What follows belongs to an exercise in optimizing a design on an open flow for small area, a short achievable clock period and few clock cycles per item; a production flow would make more cautious choices. At most, simulation tests tie the RTL to the original design; equivalence was not proved. Power and IR drop assume default switching activity.

Design sha256, start of the top module:
module sha256(
    input clk,
    input reset,
    input [71:0] input_number,
    output done,
    output [255:0] hash,
    output [71:0] answer_number
);
Size in the first run: ~900 flip-flops, about 400 I/O pins.
Settings: LEC_CHECK=0, ABC_AREA=1, CAP_MARGIN=20, CORE_MARGIN=2, CORE_UTILIZATION=60, CTS_BUF_LIST=sky130_fd_sc_hd__clkbuf_8, CTS_CLUSTER_SIZE=30, PLACE_DENSITY=0.7, SLEW_MARGIN=20; clock period 12.0 ns.
standard.sh (not shown) runs the stock make flow with config.mk's settings and CLKGATE_MAP_FILE= SYNTH_SCRIPT=/design/flow/synth_recipe.tcl, a recipe that flattens the netlist after the stock synthesis.
==> flow/flow/run.sh <==
#!/bin/bash
set -uo pipefail
cd "$(dirname "$0")/.."
bash standard.sh \
  "BUFFER_PORTS_ARGS=-buffer_cell sky130_fd_sc_hd__buf_1" \
  SETUP_SLACK_MARGIN=7.5 \
  finish > standard.log 2>&1
Testbench counts at the start, summed over its fixed seeds: cycles 26,880, items 384.
==> next run, changes <==
- CORE_UTILIZATION: 60 -> 50
- CTS_BUF_LIST: sky130_fd_sc_hd__clkbuf_8 -> not set
- CTS_CLUSTER_SIZE: 30 -> not set
- PLACE_DENSITY: 0.7 -> 0.6
After rerunning:
- sequential power barely changes
- sequential share of layout area drops by 0.53 points
- setup slack hardly moves


Another version of the RTL of sha256 (not shown whole).
Size: roughly 900 flip-flops, about 400 I/O pins, about 0.042 mm² of cells after synthesis.
export LEC_CHECK = 0
export ABC_AREA = 1
export CAP_MARGIN = 20
export CORE_MARGIN = 2
export CORE_UTILIZATION = 45
export CTS_BUF_LIST = sky130_fd_sc_hd__clkbuf_4
export CTS_CLUSTER_SIZE = 20
export PLACE_DENSITY = 0.55
export SLEW_MARGIN = 20
export SYNTH_HIERARCHICAL = 1
create_clock -name core_clock -period 12.0 [get_ports {clk}]
==> flow/flow/run.sh <==
#!/bin/bash
set -uo pipefail
cd "$(dirname "$0")/.."
bash standard.sh \
  "BUFFER_PORTS_ARGS=-buffer_cell sky130_fd_sc_hd__buf_1" \
  SETUP_SLACK_MARGIN=7.7 \
  finish > standard.log 2>&1
Testbench counts at the start, summed over its fixed seeds: cycles 26,880, items 384.
==> next run, changes <==
==> flow/flow/run.sh (replaced) <==
#!/bin/bash
set -uo pipefail
cd "$(dirname "$0")/.."
bash standard.sh \
  "BUFFER_PORTS_ARGS=-buffer_cell sky130_fd_sc_hd__buf_1" \
  SETUP_SLACK_MARGIN=7.9 \
  finish > standard.log 2>&1
- CTS_BUF_LIST: sky130_fd_sc_hd__clkbuf_4 -> sky130_fd_sc_hd__clkbuf_8
- CTS_CLUSTER_SIZE: 20 -> 30
After rerunning:
- count of clock-buffer cells in the layout shrinks by 136
- die area does not change
- utilization increases by 1.9 points
- register-to-register slack gains 180 ps
- sequential share of layout area fell by 1.3 points
- routed wire length barely changes
- hold slack gains 32 ps
- synthesized cell count does not change
- final area grows by 3.5%
- clock power goes up by about 8%
- sequential cell count stays the same
==> next run, changes <==
==> flow/flow/run.sh (replaced) <==
#!/bin/bash
set -uo pipefail
cd "$(dirname "$0")/.."
bash standard.sh \
  "BUFFER_PORTS_ARGS=-buffer_cell sky130_fd_sc_hd__buf_1" \
  SETUP_SLACK_MARGIN=7.5 \
  finish > standard.log 2>&1
- CORE_UTILIZATION: 45 -> 60
- PLACE_DENSITY: 0.55 -> 0.7
=> The new run went through all stages and came out clean. Die area drops by a quarter to a third. Synthesized area is unchanged. Design area decreases by a few percent. Clock power decreases by a few percent. Via count grows by a few percent.
==> next run, changes <==
==> flow/flow/run.sh (replaced) <==
#!/bin/bash
set -uo pipefail
cd "$(dirname "$0")/.."
bash standard.sh \
  "BUFFER_PORTS_ARGS=-buffer_cell sky130_fd_sc_hd__buf_1" \
  SETUP_SLACK_MARGIN=7.7 \
  finish > standard.log 2>&1
- CORE_UTILIZATION: 60 -> 45
- PLACE_DENSITY: 0.7 -> 0.55
What happened: Sequential share of layout area decreases by 0.73 points. Register-to-register slack improves by 180 ps. Design area rises by 2.3%. Via count drops by 3.1%. Global-route usage drops by 9.6 points. Count of clock-buffer cells in the layout rose by 20. Sequential cell count does not change. Total power goes down by 1.1%.


Setup of job 7862:
Another version of the RTL of sha256 (not shown whole).
For scale: about 5,600 cells after synthesis, roughly 920 flip-flops, roughly 400 I/O pins, roughly 46,000 um^2 of cells after synthesis.
clock: 12.0 ns
lec_check: 0
abc_area: 1
cap_margin: 20
core_margin: 2
core_utilization: 50
place_density: 0.6
slew_margin: 20
==> flow/flow/run.sh <==
#!/bin/bash
set -uo pipefail
cd "$(dirname "$0")/.."
bash standard.sh \
  "BUFFER_PORTS_ARGS=-buffer_cell sky130_fd_sc_hd__buf_1" \
  SETUP_SLACK_MARGIN=7.5 \
  finish > standard.log 2>&1
Job 7862 reached the end of the flow, and the finished layout is clean on the timing, DRC and antenna checks.
Modified inputs, job 1979 compared to job 7862
- a deleted ABC_AREA that had been 1
- an added SETUP_SLACK_MARGIN of 5
==> flow/run.sh (new file) <==
#!/bin/bash
# synth_recipe.tcl (not shown) runs the flow's synth.tcl, then flattens the netlist and writes it again
# the make line also repeats each setting of config.mk as NAME=value (left out here)
make -C /OpenROAD-flow-scripts/flow DESIGN_CONFIG=/design/flow/config.mk WORK_HOME=/design/flow/orfs CLKGATE_MAP_FILE= SYNTH_SCRIPT=/design/flow/synth_recipe.tcl finish
removed: flow/flow/run.sh
removed: flow/standard.sh
==> comparison <==
[compare] base=job 7862 new=job 1979: leakage dissipation fell about 9%; fraction of the core area covered by cells at the end of the flow rose 2.5 points; basic-gate share of the synthesized area counting and, or, nand and nor cells fell 4.3 points. Job 1979 — number of gates on the worst path with buffers counted 1 lower, job 7862 as reference. Against job 7862, job 1979 reports a fraction of the mapped netlist area in compound gates that is higher. Job 7862 vs job 1979, most common library cell in the layout ignoring fill and taps: sky130_fd_sc_hd__nand2_1 vs sky130_fd_sc_hd__dfxtp_1. Job 1979: number of buffer and inverter instances along the worst setup path 3 below job 7862. Compared with job 7862, job 1979 shows a share of power burned in combinational logic that is 2.7 points lower. Of job 7862 and job 1979, the run reporting the higher detailed-routed wire length on met2 was job 7862. Compared to job 7862, the routing of job 1979 uses less wire. The worst setup path startpoint comes out g[24] in one run and e[1] in the other, namely in job 7862 and job 1979 respectively. Job 1979 ended up with a higher count of inserted antenna diode cells than job 7862 did. As of job 1979, cell count had fallen by more than 10% compared to job 7862.
#### Input delta (job 7526 over job 1979)
- removing SETUP_SLACK_MARGIN (formerly 5)
==> flow/flow/run.sh (new file) <==
#!/bin/bash
set -uo pipefail
cd "$(dirname "$0")/.."
bash standard.sh \
  "BUFFER_PORTS_ARGS=-buffer_cell sky130_fd_sc_hd__buf_1" \
  SETUP_SLACK_MARGIN=7.5 \
  finish > standard.log 2>&1
==> flow/standard.sh (new file) <==
#!/bin/bash
# synth_recipe.tcl (not shown) runs the flow's synth.tcl, then flattens the netlist and writes it again
# the make line also repeats each setting of config.mk as NAME=value (left out here)
make -C /OpenROAD-flow-scripts/flow DESIGN_CONFIG=/design/flow/config.mk WORK_HOME=/design/flow/orfs CLKGATE_MAP_FILE= SYNTH_SCRIPT=/design/flow/synth_recipe.tcl "${@:-finish}"
removed: flow/run.sh
--- outcome ---
Of the two values seen for start point of the critical path, e[2] was produced by job 7526 and e[1] by job 1979.
[compare] base=job 1979 new=job 7526: flip-flop and latch share of the layout cell area increased by 0.55 points relative to the old numbers, layout overhead on the synthesized area dropped 0.30 points, post-route cell area closely matched the old numbers, logic gate share of total power went up, number of synthesized flops with an enable pin now sits at about the same level.
Of job 7526 and job 1979, job 7526 shows the higher sequential standard cell area, with job 1979 below it.
Job 7526 vs job 1979 — number of signal-net buffers in the layout climbed by more than 10%
Function was not checked in any run of this note: the RTL went through the layout flow alone.


Another version of the RTL of sha256 (not shown whole).
Size: ~900 flip-flops, roughly 400 I/O pins, ~0.041 mm2 of cells after synthesis.
// sha256
module sha256(
    input clk,
    input reset,
    input [71:0] input_number,
    output done,
    output [255:0] hash,
    output [71:0] answer_number
);
clock: 12.0 ns
lec_check: 0
abc_area: 1
cap_margin: 20
core_margin: 2
core_utilization: 40
cts_buf_list: sky130_fd_sc_hd__clkbuf_8
cts_cluster_size: 30
place_density: 0.5
slew_margin: 20
synth_hierarchical: 1
==> flow/flow/run.sh <==
#!/bin/bash
set -uo pipefail
cd "$(dirname "$0")/.."
bash standard.sh \
  "BUFFER_PORTS_ARGS=-buffer_cell sky130_fd_sc_hd__buf_1" \
  SETUP_SLACK_MARGIN=7.95 \
  finish > standard.log 2>&1
The first run completed with no timing, DRC or antenna violations.
Testbench counts at the start, summed over its fixed seeds: cycles 26,880, items 384.
Next try:
==> flow/flow/run.sh (replaced) <==
#!/bin/bash
set -uo pipefail
cd "$(dirname "$0")/.."
bash standard.sh \
  "BUFFER_PORTS_ARGS=-buffer_cell sky130_fd_sc_hd__buf_1" \
  SETUP_SLACK_MARGIN=7.7 \
  finish > standard.log 2>&1
--- a/flow/config.mk
+++ b/flow/config.mk
@@ -10,6 +10,6 @@
 export CORE_MARGIN = 2
-export CORE_UTILIZATION = 40
+export CORE_UTILIZATION = 45
 export CTS_BUF_LIST = sky130_fd_sc_hd__clkbuf_8
 export CTS_CLUSTER_SIZE = 30
-export PLACE_DENSITY = 0.5
+export PLACE_DENSITY = 0.55
 export SLEW_MARGIN = 20
- first-iteration DRC count grows by 6.2%
- worst setup slack is worse by 200 ps
- total power went down by about 1.6%
- global-route usage rose by 3.3 points
- combinational power went down by 8.9%
- register-to-register slack is worse by 140 ps
- sequential power barely changes
- final cell count came out lower by about 4.3%
- wire length is lower by about 3.5%
- hold slack improved by 4.8 ps
- cell area came out lower by 4.7%
Next try:
==> flow/flow/run.sh (replaced) <==
#!/bin/bash
set -uo pipefail
cd "$(dirname "$0")/.."
bash standard.sh \
  "BUFFER_PORTS_ARGS=-buffer_cell sky130_fd_sc_hd__buf_1" \
  SETUP_SLACK_MARGIN=7.8 \
  finish > standard.log 2>&1
--- a/flow/config.mk
+++ b/flow/config.mk
@@ -10,6 +10,6 @@
 export CORE_MARGIN = 2
-export CORE_UTILIZATION = 45
+export CORE_UTILIZATION = 35
 export CTS_BUF_LIST = sky130_fd_sc_hd__clkbuf_8
 export CTS_CLUSTER_SIZE = 30
-export PLACE_DENSITY = 0.55
+export PLACE_DENSITY = 0.45
 export SLEW_MARGIN = 20
=> Total power barely changes; die area went up by about 28%; clock-buffer cell count grows by 6.
Next try:
--- a/flow/config.mk
+++ b/flow/config.mk
@@ -10,6 +10,6 @@
 export CORE_MARGIN = 2
-export CORE_UTILIZATION = 35
+export CORE_UTILIZATION = 40
 export CTS_BUF_LIST = sky130_fd_sc_hd__clkbuf_8
 export CTS_CLUSTER_SIZE = 30
-export PLACE_DENSITY = 0.45
+export PLACE_DENSITY = 0.5
 export SLEW_MARGIN = 20
The new run completed with no timing, DRC or antenna violations.
Die area decreases by roughly a tenth.
Final cell count fell by a few percent.
Count of clock-buffer cells in the layout goes down by 9.
Design area falls slightly.
Total power drops slightly.
Worst hold slack improves by 11 ps.
Clock power fell by a few percent.
Routed wire length is lower by a few percent.


## oak
Another version of the RTL of sha256 (not shown whole).
For scale: about 900 flip-flops, ~400 I/O pins, ~41,000 µm² of cells after synthesis.
export LEC_CHECK = 0
export ABC_AREA = 1
export CAP_MARGIN = 20
export CORE_MARGIN = 2
export CORE_UTILIZATION = 45
export CTS_BUF_LIST = sky130_fd_sc_hd__clkbuf_8
export CTS_CLUSTER_SIZE = 30
export PLACE_DENSITY = 0.55
export SLEW_MARGIN = 20
export SYNTH_HIERARCHICAL = 1
create_clock -name core_clock -period 12.0 [get_ports {clk}]
==> flow/flow/run.sh <==
#!/bin/bash
set -uo pipefail
cd "$(dirname "$0")/.."
bash standard.sh \
  "BUFFER_PORTS_ARGS=-buffer_cell sky130_fd_sc_hd__buf_1" \
  SETUP_SLACK_MARGIN=7.8 \
  finish > standard.log 2>&1
oak finished every step from synthesis to the final layout, and the layout passed the timing, DRC and antenna checks.
--- input diff oak..pine ---
# oak
export LEC_CHECK = 0
export ABC_AREA = 1
export CAP_MARGIN = 20
export CORE_MARGIN = 2
export CORE_UTILIZATION = 45
export CTS_BUF_LIST = sky130_fd_sc_hd__clkbuf_8
export CTS_CLUSTER_SIZE = 30
export PLACE_DENSITY = 0.55
export SLEW_MARGIN = 20
export SYNTH_HIERARCHICAL = 1
create_clock -name core_clock -period 12.0 [get_ports {clk}]
# pine
export LEC_CHECK = 0
export ABC_AREA = 1
export CAP_MARGIN = 20
export CORE_MARGIN = 2
export CORE_UTILIZATION = 40
export CTS_BUF_LIST = sky130_fd_sc_hd__clkbuf_8
export CTS_CLUSTER_SIZE = 30
export PLACE_DENSITY = 0.5
export SLEW_MARGIN = 20
export SYNTH_HIERARCHICAL = 1
create_clock -name core_clock -period 12.0 [get_ports {clk}]
==> comparison <==
Looking at sequential share of layout area, pine sits 0.67 points lower than oak does.
Between oak and pine, the via count does not differ in any meaningful way.
Fmax: pine lower than oak
Any difference in total chip power between oak and pine is small enough to ignore.
In pine, final net count is higher than in oak.
[compare] base=oak new=pine: share of the clock period used by the worst path after layout climbed 0.26 points; starting density of the core saw a decrease.
From oak to pine the numbers moved as follows: overall die area increased by about 12% relative to the old numbers, number of placed instances, taps included increased by about 3.4% relative to the old numbers.
Measured against each other, pine and oak differ in portion of total power attributed to the clock network, the lower figure coming from oak.
Sort pine and oak by worst-path maximum fanout asc -> top: pine
Function was not checked in any run of this note: the RTL went through the layout flow alone.

[afterwards: timing with drivers on the ports]
Ports are ideal in the flow. The routed layouts listed here were re-timed in OpenROAD. Step 1, drivers: a clkbuf_16 drives clk and a buf_2 each remaining input, both assumed. Step 2 adds t to the input delays and takes it off the output delays; t is the mean of the earliest and latest rising clock arrival at the registers after step 1. Input paths then give back, and output paths get back, about the clock's delay inside the block. Slacks: ideal / step 1 / step 2; pairs: ideal / step 1.
| run | t (ns) | setup WS [ns] | hold WS [ns] | worst data-port slew with drivers (ns) | pins driven straight from the clock port |
|---|---|---|---|---|---|
| the first run of note 1 | 0.891 | 7.555 / 7.555 / 7.393 | 0.282 / 0.282 / 0.282 | 0.07 | 1 |
| the second run of note 1 | 0.776 | 7.556 / 7.556 / 7.302 | 0.297 / 0.297 / 0.297 | 0.08 | 1 |
| the first run of note 2 | 1.202 | 7.689 / 7.659 / 7.266 | 0.268 / 0.268 / 0.268 | 0.07 | 1 |
| the second run of note 2 | 0.893 | 7.870 / 7.863 / 7.226 | 0.300 / 0.300 / 0.300 | 0.07 | 1 |
| the third run of note 2 | 0.882 | 7.513 / 7.513 / 7.513 | 0.306 / 0.306 / 0.306 | 0.07 | 1 |
| the fourth run of note 2 | 0.893 | 7.696 / 7.696 / 7.232 | 0.302 / 0.302 / 0.302 | 0.07 | 1 |
| job 7862 | 0.770 | 7.516 / 7.516 / 7.076 | 0.291 / 0.291 / 0.291 | 0.07 | 1 |
| job 1979 | 0.744 | 6.280 / 6.280 / 6.280 | 0.313 / 0.313 / 0.313 | 0.07 | 1 |
| job 7526 | 0.719 | 7.199 / 7.199 / 7.007 | 0.288 / 0.288 / 0.288 | 0.09 | 1 |
| the first run of note 4 | 0.917 | 7.961 / 7.933 / 7.345 | 0.307 / 0.307 / 0.307 | 0.08 | 1 |
| the second run of note 4 | 0.913 | 7.761 / 7.689 / 7.376 | 0.312 / 0.312 / 0.312 | 0.08 | 1 |
| the third run of note 4 | 0.925 | 7.840 / 7.791 / 7.165 | 0.296 / 0.296 / 0.296 | 0.09 | 1 |
| the fourth run of note 4 | 0.922 | 7.857 / 7.781 / 7.114 | 0.308 / 0.308 / 0.308 | 0.09 | 1 |
| oak | 0.920 | 7.839 / 7.762 / 7.600 | 0.310 / 0.310 / 0.310 | 0.06 | 1 |
| pine | 0.916 | 7.807 / 7.731 / 7.123 | 0.295 / 0.295 / 0.295 | 0.10 | 1 |
After both steps setup and hold are still met in every run listed. The setup slack of the fourth run of note 4, which loses most, moves by -0.076 ns with the drivers and by -0.743 ns with both steps.
